Background: an optimization exercise with open tools, aiming at small area. Do not read the settings as production practice. Function was checked by simulation only, so behaviour that the tests miss may differ from the original. Power and IR drop assume default switching activity.

<file path="flow/design.v">
module udma_i2c_bus_ctrl
(
    input  logic            clk_i,       
    input  logic            rstn_i,      
    input  logic            ena_i,       
    input  logic            sw_rst_i,    
    input  logic     [15:0] clk_cnt_i,   
    input  logic     [ 2:0] cmd_i,       
    input  logic            cmd_valid_i, 
    output logic            cmd_ack_o,   
    output logic            busy_o,      
    output logic            al_o,        
    input  logic            din_i,
    output logic            dout_o,
    input  logic            scl_i,       
    output logic            scl_o,       
    output logic            scl_oen,      
    input  logic            sda_i,       
    output logic            sda_o,       
    output logic            sda_oen       
);
    typedef logic [13:0] logic_14;
    logic [ 1:0] r_sync_scl;       
    logic [ 1:0] r_sync_sda;       
    logic [ 2:0] r_filter_scl, r_filter_sda;       
    logic        sSCL, sSDA;       
    logic        dSCL, dSDA;       
    logic        dscl_oen;         
    logic        sda_chk;          
    logic        clk_en;           
    logic        slave_wait;       
    logic [15:0] cnt;              
    logic [13:0] r_filter_cnt;     
    logic        scl_sync;
    logic r_start;
    logic r_stop;
    logic r_cmd_stop;
    enum logic [4:0] {S_IDLE,
                      S_START_PHASE1,
                      S_START_PHASE2,
                      S_START_PHASE3,
                      S_START_PHASE4,
                      S_STOP_PHASE1,
                      S_STOP_PHASE2,
                      S_STOP_PHASE3,
                      S_STOP_PHASE4,
                      S_RD_PHASE1,
                      S_RD_PHASE2,
                      S_RD_PHASE3,
                      S_RD_PHASE4,
                      S_WAIT_PHASE1,
                      S_WAIT_PHASE2,
                      S_WAIT_PHASE3,
                      S_WAIT_PHASE4,
                      S_WR_PHASE1,
                      S_WR_PHASE2,
                      S_WR_PHASE3,
                      S_WR_PHASE4} CS;
    assign scl_o = 1'b0;
    assign sda_o = 1'b0;
    always @(posedge clk_i, negedge rstn_i)
    begin
      if(rstn_i == 1'b0)
        dscl_oen <= 1'b1;   
      else
        dscl_oen <= scl_oen;
    end
    always @(posedge clk_i or negedge rstn_i)
      if (!rstn_i)
        slave_wait <= 1'b0;
      else
        if (sw_rst_i)
          slave_wait <= 1'b0;
        else
          slave_wait <= (scl_oen & ~dscl_oen & ~sSCL) | (slave_wait & ~sSCL);
    assign scl_sync   = dSCL & ~sSCL & scl_oen;
    always @(posedge clk_i or negedge rstn_i)
      if (~rstn_i)
      begin
          cnt    <= 16'h0;
          clk_en <= 1'b1;
      end
        else if (sw_rst_i)
        begin
            cnt    <= 16'h0;
            clk_en <= 1'b1;
        end
        else if (~|cnt || !ena_i || scl_sync)
        begin
            cnt    <= clk_cnt_i;
            clk_en <= 1'b1;
        end
        else if (slave_wait)
        begin
            cnt    <= cnt;
            clk_en <= 1'b0;
        end
        else
        begin
            cnt    <= cnt - 16'h1;
            clk_en <= 1'b0;
        end
    always @(posedge clk_i or negedge rstn_i)
      if (!rstn_i)
      begin
          r_sync_scl <= 2'b00;
          r_sync_sda <= 2'b00;
      end
      else
      begin
        if (sw_rst_i)
        begin
          r_sync_scl <= 2'b00;
          r_sync_sda <= 2'b00;
        end
        else
        begin
          r_sync_scl <= {r_sync_scl[0],scl_i};
          r_sync_sda <= {r_sync_sda[0],sda_i};
        end
      end
    always @(posedge clk_i or negedge rstn_i)
      if (!rstn_i)
        r_filter_cnt <= 'h0;
      else if (!ena_i || sw_rst_i)
        r_filter_cnt <= 'h0;
      else if (r_filter_cnt == 'h0)
        r_filter_cnt <= logic_14'(clk_cnt_i >> 2);  
      else
        r_filter_cnt <= r_filter_cnt -1;
    always @(posedge clk_i or negedge rstn_i)
      if (!rstn_i)
      begin
          r_filter_scl <= 3'b111;
          r_filter_sda <= 3'b111;
      end
      else
      if (sw_rst_i)
      begin
          r_filter_scl <= 3'b111;
          r_filter_sda <= 3'b111;
      end
      else if (r_filter_cnt == 'h0)
      begin
          r_filter_scl <= {r_filter_scl[1:0],r_sync_scl[1]};
          r_filter_sda <= {r_filter_sda[1:0],r_sync_sda[1]};
      end
    always @(posedge clk_i or negedge rstn_i)
      if (~rstn_i)
      begin
          sSCL <= 1'b1;
          sSDA <= 1'b1;
          dSCL <= 1'b1;
          dSDA <= 1'b1;
      end
      else
      begin
        if (sw_rst_i)
        begin
          sSCL <= 1'b1;
          sSDA <= 1'b1;
          dSCL <= 1'b1;
          dSDA <= 1'b1;
        end
        else
        begin
          sSCL <= &r_filter_scl[2:1] | &r_filter_scl[1:0] | (r_filter_scl[2] & r_filter_scl[0]);
          sSDA <= &r_filter_sda[2:1] | &r_filter_sda[1:0] | (r_filter_sda[2] & r_filter_sda[0]);
          dSCL <= sSCL;
          dSDA <= sSDA;
        end
      end
    always @(posedge clk_i or negedge rstn_i)
      if (~rstn_i)
      begin
        r_start <= 1'b0;
        r_stop  <= 1'b0;
      end
      else
      begin
        if (sw_rst_i)
        begin
          r_start <= 1'b0;
          r_stop  <= 1'b0;
        end
        else
        begin
          r_start <= ~sSDA &  dSDA & sSCL;  
          r_stop  <=  sSDA & ~dSDA & sSCL;  
        end
      end
    always @(posedge clk_i or negedge rstn_i)
      if      (!rstn_i)
        busy_o <= 1'b0;
      else
        if (sw_rst_i)
          busy_o <= 1'b0;
        else
          busy_o <= (r_start | busy_o) & ~r_stop;
    always @(posedge clk_i or negedge rstn_i)
      if (~rstn_i)
          r_cmd_stop <= 1'b0;
      else
      begin
        if (sw_rst_i)
          r_cmd_stop <= 1'b0;
        else if (cmd_valid_i)
          r_cmd_stop <= cmd_i == 3'b010;
      end
    always @(posedge clk_i or negedge rstn_i)
      if (~rstn_i)
          al_o <= 1'b0;
      else
      begin
        if (sw_rst_i)
          al_o <= 1'b0;
        else
          al_o <= (sda_chk & ~sSDA & sda_oen) | ((CS != S_IDLE) & r_stop & ~r_cmd_stop);
      end
    always @(posedge clk_i, negedge rstn_i)
    begin
      if(rstn_i == 1'b0)
      begin
        dout_o <= 1'b1;
      end
      else
      begin
        if (sSCL & ~dSCL)
          dout_o <= sSDA;
      end
    end
    always @(posedge clk_i or negedge rstn_i)
      if (!rstn_i)
      begin
          CS <= S_IDLE;
          cmd_ack_o <= 1'b0;
          scl_oen   <= 1'b1;
          sda_oen   <= 1'b1;
          sda_chk   <= 1'b0;
      end
      else if (al_o || sw_rst_i)
      begin
          CS <= S_IDLE;
          cmd_ack_o <= 1'b0;
          scl_oen   <= 1'b1;
          sda_oen   <= 1'b1;
          sda_chk   <= 1'b0;
      end
      else
      begin
              case (CS)
                    S_IDLE:
                    begin
                      if (cmd_valid_i)
                      begin
                        case (cmd_i)
                             3'b001: CS <= S_START_PHASE1;
                             3'b010:  CS <= S_STOP_PHASE1;
                             3'b011: CS <= S_WR_PHASE1;
                             3'b100:  CS <= S_RD_PHASE1;
                             3'b101:  CS <= S_WAIT_PHASE1;
                             default:        CS <= S_IDLE;
                        endcase
                      end
                      scl_oen <= scl_oen;  
                      sda_oen <= sda_oen;  
                      sda_chk <= 1'b0;     
                      cmd_ack_o <= 1'b0;     
                    end
                    S_WAIT_PHASE1:
                    begin
                      if (clk_en)
                        CS <= S_WAIT_PHASE2;
                      scl_oen <= 1'b1;     
                      sda_oen <= 1'b1;     
                      sda_chk <= 1'b0;     
                      cmd_ack_o <= 1'b0;   
                    end
                    S_WAIT_PHASE2:
                    begin
                      if (clk_en)
                        CS <= S_WAIT_PHASE3;
                      scl_oen <= 1'b1;     
                      sda_oen <= 1'b1;     
                      sda_chk <= 1'b0;     
                      cmd_ack_o <= 1'b0;   
                    end
                    S_WAIT_PHASE3:
                    begin
                      if (clk_en)
                        CS <= S_WAIT_PHASE4;
                      scl_oen <= 1'b1;     
                      sda_oen <= 1'b1;     
                      sda_chk <= 1'b0;     
                      cmd_ack_o <= 1'b0;   
                    end
                    S_WAIT_PHASE4:
                    begin
                      if (clk_en)
                      begin
                        CS <= S_IDLE;
                        cmd_ack_o <= 1'b1;
                      end
                      else
                        cmd_ack_o <= 1'b0;     
                      scl_oen <= 1'b1;     
                      sda_oen <= 1'b1;     
                      sda_chk <= 1'b0;     
                    end
                    S_START_PHASE1:
                    begin
                      if (clk_en)
                        CS <= S_START_PHASE2;
                      scl_oen <= scl_oen;  
                      sda_oen <= 1'b1;     
                      sda_chk <= 1'b0;     
                      cmd_ack_o <= 1'b0;     
                    end
                    S_START_PHASE2:
                    begin
                      if (clk_en)
                        CS <= S_START_PHASE3;
                      scl_oen <= 1'b1;  
                      sda_oen <= 1'b1;  
                      sda_chk <= 1'b0;  
                      cmd_ack_o <= 1'b0;     
                    end
                    S_START_PHASE3:
                    begin
                      if (clk_en)
                        CS <= S_START_PHASE4;
                      scl_oen <= 1'b1;  
                      sda_oen <= 1'b0;  
                      sda_chk <= 1'b0;  
                      cmd_ack_o <= 1'b0;     
                    end
                    S_START_PHASE4:
                    begin
                      if (clk_en)
                      begin
                        CS <= S_IDLE;
                        cmd_ack_o <= 1'b1;
                      end
                      else
                        cmd_ack_o <= 1'b0;     
                      scl_oen <= 1'b0;  
                      sda_oen <= 1'b0;  
                      sda_chk <= 1'b0;  
                    end
                    S_STOP_PHASE1:
                    begin
                      if (clk_en)
                        CS <= S_STOP_PHASE2;
                      scl_oen <= 1'b0;  
                      sda_oen <= 1'b0;  
                      sda_chk <= 1'b0;  
                      cmd_ack_o <= 1'b0;     
                    end
                    S_STOP_PHASE2:
                    begin
                      if (clk_en)
                        CS <= S_STOP_PHASE3;
                      scl_oen <= 1'b1;  
                      sda_oen <= 1'b0;  
                      sda_chk <= 1'b0;  
                      cmd_ack_o <= 1'b0;     
                    end
                    S_STOP_PHASE3:
                    begin
                      if (clk_en)
                        CS <= S_STOP_PHASE4;
                      scl_oen <= 1'b1;  
                      sda_oen <= 1'b0;  
                      sda_chk <= 1'b0;  
                      cmd_ack_o <= 1'b0;     
                    end
                    S_STOP_PHASE4:
                    begin
                      if (clk_en)
                      begin
                        CS <= S_IDLE;
                        cmd_ack_o <= 1'b1;
                      end
                      else
                        cmd_ack_o <= 1'b0;     
                      scl_oen <= 1'b1;  
                      sda_oen <= 1'b1;  
                      sda_chk <= 1'b0;  
                    end
                    S_RD_PHASE1:
                    begin
                      if (clk_en)
                        CS <= S_RD_PHASE2;
                      scl_oen <= 1'b0;  
                      sda_oen <= 1'b1;  
                      sda_chk <= 1'b0;  
                      cmd_ack_o <= 1'b0;     
                    end
                    S_RD_PHASE2:
                    begin
                      if (clk_en)
                        CS <= S_RD_PHASE3;
                        scl_oen <= 1'b1;  
                        sda_oen <= 1'b1;  
                        sda_chk <= 1'b0;  
                      cmd_ack_o <= 1'b0;     
                    end
                    S_RD_PHASE3:
                    begin
                      if (clk_en)
                        CS <= S_RD_PHASE4;
                      scl_oen <= 1'b1;  
                      sda_oen <= 1'b1;  
                      sda_chk <= 1'b0;  
                      cmd_ack_o <= 1'b0;     
                    end
                    S_RD_PHASE4:
                    begin
                      if (clk_en)
                      begin
                        CS <= S_IDLE;
                        cmd_ack_o <= 1'b1;
                      end
                      else
                        cmd_ack_o <= 1'b0;
                      scl_oen <= 1'b0;  
                      sda_oen <= 1'b1;  
                      sda_chk <= 1'b0;  
                    end
                    S_WR_PHASE1:
                    begin
                      if (clk_en)
                        CS <= S_WR_PHASE2;
                      scl_oen <= 1'b0;  
                      sda_oen <= din_i;   
                      sda_chk <= 1'b0;  
                      cmd_ack_o <= 1'b0;
                    end
                    S_WR_PHASE2:
                    begin
                      if (clk_en)
                        CS <= S_WR_PHASE3;
                      scl_oen <= 1'b1;  
                      sda_oen <= din_i;   
                      sda_chk <= 1'b0;  
                      cmd_ack_o <= 1'b0;
                    end
                    S_WR_PHASE3:
                    begin
                      if (clk_en)
                        CS <= S_WR_PHASE4;
                      scl_oen <= 1'b1;  
                      sda_oen <= din_i;
                      sda_chk <= 1'b1;  
                      cmd_ack_o <= 1'b0;
                    end
                    S_WR_PHASE4:
                    begin
                      if (clk_en)
                      begin
                        CS <= S_IDLE;
                        cmd_ack_o <= 1'b1;
                      end
                      else
                        cmd_ack_o <= 1'b0;
                      scl_oen <= 1'b0;  
                      sda_oen <= din_i;
                      sda_chk <= 1'b0;  
                    end
                    default:
                    begin
                      CS <= S_IDLE;
                      cmd_ack_o <= 1'b0;
                      scl_oen   <= 1'b1;  
                      sda_oen   <= 1'b1;
                      sda_chk   <= 1'b0;  
                    end
              endcase
      end
endmodule
module udma_i2c_control
(
	input  logic                      clk_i,           
	input  logic                      rstn_i,          
	input  logic                [3:0] ext_events_i,
	input  logic                [7:0] data_tx_i,
	input  logic                      data_tx_valid_i,
	output logic                      data_tx_ready_o,
	output logic                [7:0] data_rx_o,
	output logic                      data_rx_valid_o,
	input  logic                      data_rx_ready_i,
	input  logic                      sw_rst_i,
	output logic                      busy_o,
	output logic                      al_o,
	output logic                      eot_o,
	output logic                      ack_no,
	output logic                      err_o,
	input  logic                      scl_i,
	output logic                      scl_o,
	output logic                      scl_oe,
	input  logic                      sda_i,
	output logic                      sda_o,
	output logic                      sda_oe,
    input  logic [31:0] udma_cmd_i,
    input  logic udma_cmd_valid_i,
    output logic udma_cmd_ready_o
);
    enum logic [3:0]    {
                            ST_WAIT_IN_CMD,
                            ST_WAIT_EV,
                            ST_CMD_DONE,
                            ST_READ,
                            ST_WRITE,
                            ST_WRITE_BYTE,
                            ST_STORE_DATA,
                            ST_SKIP_CMD,
                            ST_GET_DATA,
                            ST_GET_WAIT,
                            ST_GET_WAIT_EV,
                            ST_GET_RPT,
                            ST_GET_CFG
                        } CS,NS;
    logic s_cmd_start;
    logic s_cmd_stop;
    logic s_cmd_rd_ack;
    logic s_cmd_rd_nack;
    logic s_cmd_wr;
    logic s_cmd_wait;
    logic s_cmd_wait_ev;
    logic s_cmd_rpt;
    logic s_cmd_cfg;
    logic s_cmd_wrb;
    logic s_cmd_eot;
    logic s_en_decode;
    logic s_sample_div;
    logic s_sample_rpt;
    logic s_sample_ev;
    logic [24:0] s_cmd_arg;
    logic [24:0] r_cmd_arg;
    logic [15:0] s_div_num;
    logic [15:0] r_div_num;
    logic [15:0] s_rpt_num;
    logic [15:0] r_rpt_num;
    logic [7:0] s_data;
    logic [7:0] r_data;
    logic [7:0] s_bits;
    logic [7:0] r_bits;
    logic s_core_txd;
    logic s_core_rxd;
    logic r_sample_wd;
    logic s_sample_wd;
	logic s_sample_arg;
	logic s_ack_valid;
    logic r_rd_ack;
    logic s_rd_ack;
    logic [2:0] s_bus_if_cmd;
    logic       s_bus_if_cmd_valid;
    logic s_en_bus_ctrl;
	logic s_scl_oen;
	logic s_sda_oen;
	logic s_cmd_done;
	logic s_busy;
	logic s_busy_rise;
	logic r_busy;
	logic s_al;
	logic s_al_rise;
	logic r_al;
	logic s_do_rst;
	logic s_data_tx_ready;
	logic s_data_rx_valid;
	logic [1:0] s_ev_sel;
	logic [1:0] r_ev_sel;
	logic       s_event;
	assign s_busy_rise = ~r_busy & s_busy;
	assign s_al_rise   = ~r_al   & s_al;
        assign busy_o = s_busy_rise;
        assign al_o = s_al_rise;
	assign err_o       = s_busy_rise | s_al_rise;
	assign ack_no      = s_ack_valid & s_core_rxd;
	assign s_do_rst    = sw_rst_i;
    assign s_cmd_start   = s_en_decode ? (udma_cmd_i[31:28] == 4'b0000)   : 1'b0;
    assign s_cmd_stop    = s_en_decode ? (udma_cmd_i[31:28] == 4'b0010)    : 1'b0;
    assign s_cmd_rd_ack  = s_en_decode ? (udma_cmd_i[31:28] == 4'b0100)  : 1'b0;
    assign s_cmd_rd_nack = s_en_decode ? (udma_cmd_i[31:28] == 4'b0110) : 1'b0;
    assign s_cmd_wr      = s_en_decode ? (udma_cmd_i[31:28] == 4'b1000)      : 1'b0;
    assign s_cmd_wait    = s_en_decode ? (udma_cmd_i[31:28] == 4'b1010)    : 1'b0;
    assign s_cmd_wait_ev = s_en_decode ? (udma_cmd_i[31:28] == 4'b0001) : 1'b0;
    assign s_cmd_rpt     = s_en_decode ? (udma_cmd_i[31:28] == 4'b1100)     : 1'b0;
    assign s_cmd_cfg     = s_en_decode ? (udma_cmd_i[31:28] == 4'b1110)     : 1'b0;
    assign s_cmd_wrb     = s_en_decode ? (udma_cmd_i[31:28] == 4'b0111)     : 1'b0;
    assign s_cmd_eot     = s_en_decode ? (udma_cmd_i[31:28] == 4'b1001)     : 1'b0;
    assign s_cmd_arg     = s_en_decode ? udma_cmd_i[24:0]                        : 'h0;
    assign s_ev_sel      = udma_cmd_i[25:24];
    assign s_core_txd = (CS == ST_READ) ? r_rd_ack : s_data[7];
    assign data_rx_o       = r_data;
    assign data_rx_valid_o = s_do_rst ? 1'b1 : s_data_rx_valid;
    assign data_tx_ready_o = s_do_rst ? 1'b1 : s_data_tx_ready;
	assign scl_oe = ~s_scl_oen;
	assign sda_oe = ~s_sda_oen;
    always_comb begin : proc_s_event
        s_event = 1'b0;
        for(int i=0;i<4;i++)
            if(r_ev_sel == i)
                s_event = ext_events_i[i];
    end
	udma_i2c_bus_ctrl bus_controller (
		.clk_i      ( clk_i              ),
		.rstn_i     ( rstn_i             ),
		.sw_rst_i   ( s_do_rst           ),
		.ena_i      ( s_en_bus_ctrl      ),
		.clk_cnt_i  ( r_div_num          ),
		.cmd_i      ( s_bus_if_cmd       ),
		.cmd_valid_i( s_bus_if_cmd_valid ),
		.cmd_ack_o  ( s_cmd_done         ),
		.busy_o     ( s_busy             ),
		.al_o       ( s_al               ),
		.din_i      ( s_core_txd         ),
		.dout_o     ( s_core_rxd         ),
		.scl_i      ( scl_i              ),
		.scl_o      ( scl_o              ),
		.scl_oen    ( s_scl_oen          ),
		.sda_i      ( sda_i              ),
		.sda_o      ( sda_o              ),
		.sda_oen    ( s_sda_oen          )
	);
	always_comb
	begin
		NS  = CS;
		s_data_tx_ready     = 1'b0;
		s_data_rx_valid     = 1'b0;
		udma_cmd_ready_o    = 1'b0;
		s_bus_if_cmd        = 3'b000;
		s_bus_if_cmd_valid  = 1'b0;
		s_rd_ack            = r_rd_ack;
		s_sample_wd         = r_sample_wd;
		s_rpt_num           = r_rpt_num;
		s_bits              = r_bits;
		s_data              = r_data;
		s_en_bus_ctrl       = 1'b1;
		s_en_decode         = 1'b0;
		s_div_num           = r_div_num;
		s_sample_div        = 1'b0;
		s_sample_rpt        = 1'b0;
		s_sample_ev         = 1'b0;
		s_sample_arg        = 1'b0;
		s_ack_valid         = 1'b0;
                eot_o               = 1'b0;
		case(CS)
			ST_WAIT_IN_CMD:
			begin
				s_en_bus_ctrl   = 1'b0;
				s_data_tx_ready	= 1'b0;
				s_en_bus_ctrl   = 1'b1;
                udma_cmd_ready_o    = 1'b1;
				if (udma_cmd_valid_i)
				begin
					s_en_decode     = 1'b1;
					s_sample_arg    = 1'b1;
					if(s_cmd_start)
					begin
						s_bus_if_cmd       = 3'b001;
						s_bus_if_cmd_valid = 1'b1;
						NS = ST_CMD_DONE;
					end
					else if(s_cmd_stop)
					begin
						s_bus_if_cmd       = 3'b010;
						s_bus_if_cmd_valid = 1'b1;
						NS = ST_CMD_DONE;
					end
					else if(s_cmd_wait)
					begin
						NS = ST_GET_WAIT;
					end
					else if(s_cmd_wait_ev)
					begin
						s_sample_ev = 1'b1;
						NS = ST_WAIT_EV;
					end
					else if(s_cmd_rd_ack)
					begin
                        s_bus_if_cmd       = 3'b100;
						s_bus_if_cmd_valid = 1'b1;
						s_rd_ack = 1'b0;
						s_bits = 8'h8;
						NS = ST_READ;
					end
					else if(s_cmd_rd_nack)
					begin
                        s_bus_if_cmd       = 3'b100;
						s_bus_if_cmd_valid = 1'b1;
						s_rd_ack = 1'b1;
						s_bits = 8'h8;
						NS = ST_READ;
					end
					else if(s_cmd_wr)
					begin
						NS = ST_GET_DATA;
					end
					else if(s_cmd_wrb)
					begin
                        NS = ST_WRITE_BYTE;
					end
					else if(s_cmd_eot)
					begin
                        eot_o = 1'b1;
					end
					else if(s_cmd_rpt)
					begin
						NS = ST_GET_RPT;
					end
					else if(s_cmd_cfg)
					begin
						NS = ST_GET_CFG;
					end
				end
			end
			ST_CMD_DONE:
			begin
				if (s_cmd_done && (r_bits == 'h0))
					NS = ST_WAIT_IN_CMD;
				else if (s_cmd_done && !(r_bits == 'h0))
				begin
                    s_bus_if_cmd       = 3'b101;
					s_bus_if_cmd_valid = 1'b1;
					s_bits             = r_bits - 1;
					NS = ST_CMD_DONE;
				end
			end
			ST_WAIT_EV:
			begin
				if (s_event && (r_bits == 'h0))
					NS = ST_WAIT_IN_CMD;
				else if (s_event && !(r_bits == 'h0))
				begin
					s_bits             = r_bits - 1;
					NS = ST_WAIT_EV;
				end
			end
			ST_READ:
				if (s_cmd_done && (r_bits == 'h1))
				begin
                    s_bus_if_cmd       = 3'b011;
					s_bus_if_cmd_valid = 1'b1;
					s_bits = r_bits - 1;
					s_data = {r_data[6:0],s_core_rxd};
					NS = ST_READ;
				end
				else if (s_cmd_done && !(r_bits == 'h0))
				begin
                    s_bus_if_cmd       = 3'b100;
					s_bus_if_cmd_valid = 1'b1;
					s_bits = r_bits - 1;
					s_data = {r_data[6:0],s_core_rxd};
					NS = ST_READ;
				end
				else if(s_cmd_done && (r_bits == 'h0))
				begin
					NS = ST_STORE_DATA;
				end
			ST_STORE_DATA:
			begin
                s_data_rx_valid = 1'b1;
				if (data_rx_ready_i)
				begin
					if(r_rpt_num == 'h0)
						NS = ST_WAIT_IN_CMD;
					else
					begin
                        s_bus_if_cmd       = 3'b100;
						s_bus_if_cmd_valid = 1'b1;
						s_bits = 'h8;
						s_sample_rpt = 1'b1;
						s_rpt_num = r_rpt_num - 1;
						NS = ST_READ;
					end
				end
			end
			ST_GET_DATA:
			begin
                s_data_tx_ready	= 1'b1;
                if (data_tx_valid_i)
                begin
                    s_bus_if_cmd       = 3'b011;
                    s_bus_if_cmd_valid = 1'b1;
                    s_data = data_tx_i;
                    s_bits = 8'h8;
                    NS = ST_WRITE;
                end
			end
			ST_SKIP_CMD:
			begin
				s_data_tx_ready	= 1'b1;
				begin
					NS = ST_WAIT_IN_CMD;
				end
			end
            ST_GET_RPT:
            begin
                s_sample_rpt    = 1'b1;
                if (r_cmd_arg[7:0] == 'h0)
                begin
                    s_rpt_num = 'h0;
                    NS = ST_SKIP_CMD;
                end
                else
                begin
                    s_rpt_num = r_cmd_arg[15:0] - 1;
                    NS = ST_WAIT_IN_CMD;
                end
            end
			ST_GET_CFG:
            begin
                s_sample_div = 1'b1;
                s_div_num[15:0] = r_cmd_arg[15:0];
                NS = ST_WAIT_IN_CMD;
            end
			ST_GET_WAIT:
            begin
                s_bus_if_cmd       = 3'b101;
                s_bus_if_cmd_valid = 1'b1;
                s_bits = r_cmd_arg[7:0];
                NS = ST_CMD_DONE;
            end
			ST_WRITE:
            begin
				if (s_cmd_done && (r_bits == 'h1))
				begin
                    s_bus_if_cmd       = 3'b100;
					s_bus_if_cmd_valid = 1'b1;
					s_data = {r_data[6:0],1'b0};
					s_bits = r_bits - 1;
					NS = ST_WRITE;
				end
				else if (s_cmd_done && !(r_bits == 'h0))
				begin
                    s_bus_if_cmd       = 3'b011;
					s_bus_if_cmd_valid = 1'b1;
					s_data = {r_data[6:0],1'b0};
					s_bits = r_bits - 1;
					NS = ST_WRITE;
				end
				else if(s_cmd_done && (r_bits == 'h0) && !(r_rpt_num == 'h0))
				begin
					s_bits = 'h8;
					s_sample_rpt = 1'b1;
					s_rpt_num = r_rpt_num - 1;
				        s_ack_valid = 1'b1;
                                        NS = ST_GET_DATA;
				end
				else if (s_cmd_done && (r_bits == 'h0) && (r_rpt_num == 'h0))
				begin
				        s_ack_valid = 1'b1;
                                        NS = ST_WAIT_IN_CMD;
				end
            end
            ST_WRITE_BYTE:
            begin
                s_bus_if_cmd       = 3'b011;
                s_bus_if_cmd_valid = 1'b1;
                s_data = r_cmd_arg[7:0];
                s_bits = 8'h8;
                NS = ST_WRITE;
            end
			default:
			begin
				NS  = ST_WAIT_IN_CMD;
				s_en_bus_ctrl       = 1'b0;
				s_data_tx_ready     = 1'b0;
				s_bus_if_cmd        = 3'b000;
				s_bus_if_cmd_valid  = 1'b0;
				s_rd_ack            = r_rd_ack;
				s_sample_wd         = r_sample_wd;
				s_rpt_num           = r_rpt_num;
				s_bits              = r_bits;
				s_data              = r_data;
			end
		endcase  
	end
	always @(posedge clk_i or negedge rstn_i)
      if (!rstn_i)
	  begin
	    CS          <= ST_WAIT_IN_CMD;
        r_cmd_arg   <= 'h0;
	    r_sample_wd <= 1'b0;
	    r_rpt_num   <= 'h0;
	    r_data      <= 'h0;
	    r_bits      <= 'h0;
	    r_rd_ack    <= 1'b0;
	    r_div_num   <= 16'h100;
	    r_busy      <= 1'b0;
	    r_al        <= 1'b0;
	    r_ev_sel    <=  'h0;
	  end
	  else
	  begin
	  	if (s_do_rst)
	  	begin
		    CS          <= ST_WAIT_IN_CMD;
            r_cmd_arg   <= 'h0;
		    r_sample_wd <= 1'b0;
		    r_rpt_num   <= 'h0;
	    	r_data      <= 'h0;
		    r_bits      <= 'h0;
	    	r_rd_ack    <= 1'b0;
		    r_div_num   <= 16'h100;
	    	r_busy      <= 1'b0;
	    	r_al        <= 1'b0;
     	    r_ev_sel    <=  'h0;
	  	end
	  	else
	  	begin
		  	CS  <= NS;
		  	if (s_sample_arg)
            	r_cmd_arg   <= s_cmd_arg;
		  	r_sample_wd <= s_sample_wd;
	  		r_data      <= s_data;
		  	r_bits      <= s_bits;
		    r_rd_ack    <= s_rd_ack;
		    r_busy      <= s_busy;
		    r_al        <= s_al;
            if (s_sample_rpt)
		  		r_rpt_num <= s_rpt_num;
		    if (s_sample_div)
	    		r_div_num <= s_div_num;
	    	if (s_sample_ev)
	    		r_ev_sel  <= s_ev_sel;
	  	end
	  end
endmodule
</file>
<file path="flow/run.sh">
#!/bin/bash
# synth_recipe.tcl (not shown) runs the flow's synth.tcl, then flattens the netlist and writes it again
# the make line also repeats each setting of config.mk as NAME=value (left out here)
make -C /OpenROAD-flow-scripts/flow DESIGN_CONFIG=/design/flow/config.mk WORK_HOME=/design/flow/orfs CLKGATE_MAP_FILE= SYNTH_SCRIPT=/design/flow/synth_recipe.tcl finish
</file>
<file path="flow/config.mk">
export PLATFORM = sky130hd
export DESIGN_NAME = udma_i2c_control
export DESIGN_NICKNAME = udma_i2c_control
export VERILOG_FILES = /design/flow/design.v
export SDC_FILE = /design/flow/constraint.sdc
export NUM_CORES = 4
export LEC_CHECK = 0
export CAP_MARGIN = 20
export CORE_MARGIN = 2
export CORE_UTILIZATION = 40
export SLEW_MARGIN = 20
</file>
<file path="flow/constraint.sdc">
create_clock -name core_clock -period 5.0 [get_ports {clk_i}]
set_input_delay 1.0000 -clock core_clock [delete_from_list [all_inputs] [get_ports {clk_i}]]
set_output_delay 1.0000 -clock core_clock [all_outputs]
set_load 0.01 [all_outputs]
</file>
==> qor.csv <==
metric,value,unit
run status,timing/DRC/antenna clean,
number of diodes added for antenna fixing,0,
CTS root buf,clkbuf_16,
synthesis-to-finish area growth,16.9,%
floorplan row count,51,
DIE HEIGHT,145,um
crit-path max cell delay,0.88,ns
pin count of the biggest net entering global routing,56,
hold depth,0,
Filler cells,1966,
detailed-router iteration count before antenna repair,7,
data arrival time of the critical path,2.98,ns
"EDFF count, synth",0,
Max-Cap Viols,0,
Num CTS Buffers,17,
Critical Path Sink Type,primary output,
final setup skew,0.0111,ns
Num Clock Sinks,135,
Mean Syn Cell Area,8.53,um2
buffers inserted during post-CTS setup optimization,0,
"Seq/Total Area, Yosys",0.425,
number of distinct library cells after synthesis,77,
Post-DP HPWL,15.4,mm
routing usage on met1,0.298,
leading area contributor after synthesis,dfrtp_1,
CTS tree,built,
number of cell instances on the worst register-to-register path,10,
antenna violations before repair,0,
final number of hold-violating endpoints,0,
register-to-register setup slack,1.58,ns
"leading cell type in the layout, fill and taps excluded",nand2_1,
overall die width,145,um
number of buffers inserted by port buffering,59,
launch point of the worst hold path,bus_controller.scl_oen,
max-slew headroom at the worst pin,0.326,
Hold Path Class,flop to flop,
main flop type after synthesis,dfrtp_1,
type of origin of the critical path,flop,
transition time at the pin with the least slew margin,1.01,ns
critical path data required time,4.00,ns
area of the die,21200,um2
top-area cell type share of the netlist area,0.372,
end of the worst register-to-register path,bus_controller.sda_oen,
"CP delay by family, top",simple AND/OR/NAND/NOR gates,
Cells after Synth,938,
Post-Synthesis Cell Area,8000,um2
most heavily used metal layer in global routing,met2,
CTS clock-pin slew for the worst setup and hold paths,0.06,ns
layout cells sized above 1,0.0839,
routed via count,7204,
"Slowest-stage cell, CP",dfrtp_1,
share of the clock period used by the worst path after layout,0.796,
Setup TNS Final,0,ns
GR Util All Layers,0.211,
final standard cell count with taps included and fillers excluded,1254,
Routed Antenna Nets,0,
clock latency on the worst-skew pair,0.43,ns
placeable core region,19500,um2
starting utilization of the core area,0.410,
combined buffer and inverter count along the critical path,1,
final global-route overflow total,0,
worst-path maximum fanout,30,
global-route wire length before repair,36.5,mm
Clock Path Buffers,2,
Syn. warnings,2,
crit path time final,3.98,ns
via count of the first global-routing pass,6860,
final-report setup violation count,0,
Area contributors post-synth,"dfrtp_1, nand2_1, dfstp_2, a21oi_1, nor2_1",
routability congestion estimate,0.933,
met2 Usage GRT,0.329,
vias per std cell,5.74,
Power per Cell Area,501,nW/um2
"Slew Viols, Final",0,
number of hold-repair buffers added at the cts stage,0,
number of levels in the clock H-tree,4,
Fmax,0.251,GHz
origin of the worst setup path,CS[2],
Layout Nets,1038,
overall routed net length,22.1,mm
count of state elements after synthesis,135,
instance count after placement with tap cells included,1221,
ordered list of cells on the worst path,or4b_2 > nor2_1 > and3_1 > clkdlybuf4s50_1,
post-route DRC violation count,0,
worst IR drop on VDD,0.275,mV
Hold EP,bus_controller.dscl_oen,
number of violations reported at the end of detailed-routing iteration 0,706,
Top Ports,72,
leak pwr,3.87,nW
RSZ-0062 raised after global routing,false,
"top library cells by usage in the layout, fill and taps aside","nand2_1, dfrtp_1, nor2_1",
asr flop ratio synth,1.00,
average routed wire per standard cell,17.6,um
met3 Track Usage GR,0.0411,
Resize count post-CTS,0,
r2r startpoint,r_bits[0],
category of the most critical setup path,flop to primary output,
==> cells in the mapped netlist (9+ instances only) <==
cell type	count
a211oi_1	22
a21oi_1	75
clkbuf_1	42
dfrtp_1	119
dfstp_2	16
ha_1	10
inv_1	28
mux2i_1	11
nand2_1	139
nand3_1	18
nor2_1	96
nor2b_1	15
nor3_1	29
nor4_1	20
o21ai_0	56
o22ai_1	9
or3_1	15
xnor2_1	29
xor2_1	10
==> per-layer routing <==
layer  up-vias  routed length (um)  share of wire
li1       3483                   -              -
met1      3451               10200           0.46
met2       230               10100           0.46
met3        40                1270          0.057
met4         0                 490          0.022
met5         -                   0              0
==> sequential cells by signal, summed over array words and instances (netlist names), 2 cells and up <==
name                         count
bus_controller.cnt              16
r_cmd_arg                       16
r_div_num                       16
r_rpt_num                       16
bus_controller.r_filter_cnt     14
r_bits                           8
r_data                           8
bus_controller.CS                5
CS                               4
bus_controller.r_filter_scl      3
bus_controller.r_filter_sda      3
bus_controller.r_sync_scl        2
bus_controller.r_sync_sda        2
r_ev_sel                         2
==> final cells by class <==
type | instances | area, um2 | area share
Inverter | 28 | 105 | 0.0112
Tap cell | 265 | 332 | 0.0354
Sequential cell | 135 | 3400 | 0.363
Multi-Input combinational cell | 721 | 4270 | 0.456
Timing Repair Buffer | 73 | 689 | 0.0737
Clock inverter | 14 | 126 | 0.0135
Clock buffer | 18 | 439 | 0.0469
==> worst max path at each step <==
| stage | end | cells after the start |
|---|---|---|
| finish | ack_no | 4 |
| global route | ack_no | 4 |
| CTS | ack_no | 4 |
| detailed placement | r_bits[2] | 9 |
| global placement | r_bits[2] | 9 |
| floorplan | eot_o | 5 |
==> cell families (layout without fill, tap and decap cells) <==
logic type	after synthesis	in the layout	synth area share
flip-flops	135	135	0.425
AO/OA/AOI/OAI	261	261	0.214
adder cells (fa/ha/maj)	10	10	0.0156
buffers and inverters	83	133	0.0438
AND/OR/NAND/NOR	396	396	0.241
XOR/XNOR	39	39	0.0427
other	1	2	0.000469
multiplexers	13	13	0.0180
==> power breakdown <==
| part | internal [mW] | switching, mW | total (mW) | leakage (nW) |
|---|---|---|---|---|
| combinational | 0.783 | 1.12 | 1.90 | 1.82 |
| clock | 0.699 | 0.522 | 1.22 | 0.259 |
| sequential | 1.29 | 0.277 | 1.57 | 1.79 |
==> metrics by stage <==
stage	setup slack (ns)	total power, mW	cell area, um2	util	hold slack (ns)
global route	0.927	5.01	9360	0.479	0.410
detailed placement	1.30	3.45	8780	0.450	0.397
floorplan	2.15	2.94	8010	-	0.374
finish	1.02	4.69	9360	0.479	0.399
global placement	1.33	3.43	8780	0.450	0.395
CTS	1.04	4.69	9350	0.479	0.405

re-timing with driven ports:
In the flow no input, the clock included, has a driving cell. The finished layout below was timed again as built, in two steps.
Step 1 assumes that a clkbuf_16 drives the clock port and a buf_2 every other input.
Step 2 also shifts input and output timing later by t, the mid clock arrival at the registers, as if the neighbouring blocks saw the same clock.
Three values: ideal, step 1, step 2; two values: the first two.
t (ns): 0.473
slack for setup (ns): 1.018 / 0.972 / 1.172
worst hold slack (ns): 0.399 / 0.399 / 0.399
worst slew at a driven data input, ns: 0.06
After both steps setup and hold are still met in this run. The setup slack of this run moves by -0.046 ns with the drivers and by +0.154 ns with both steps.
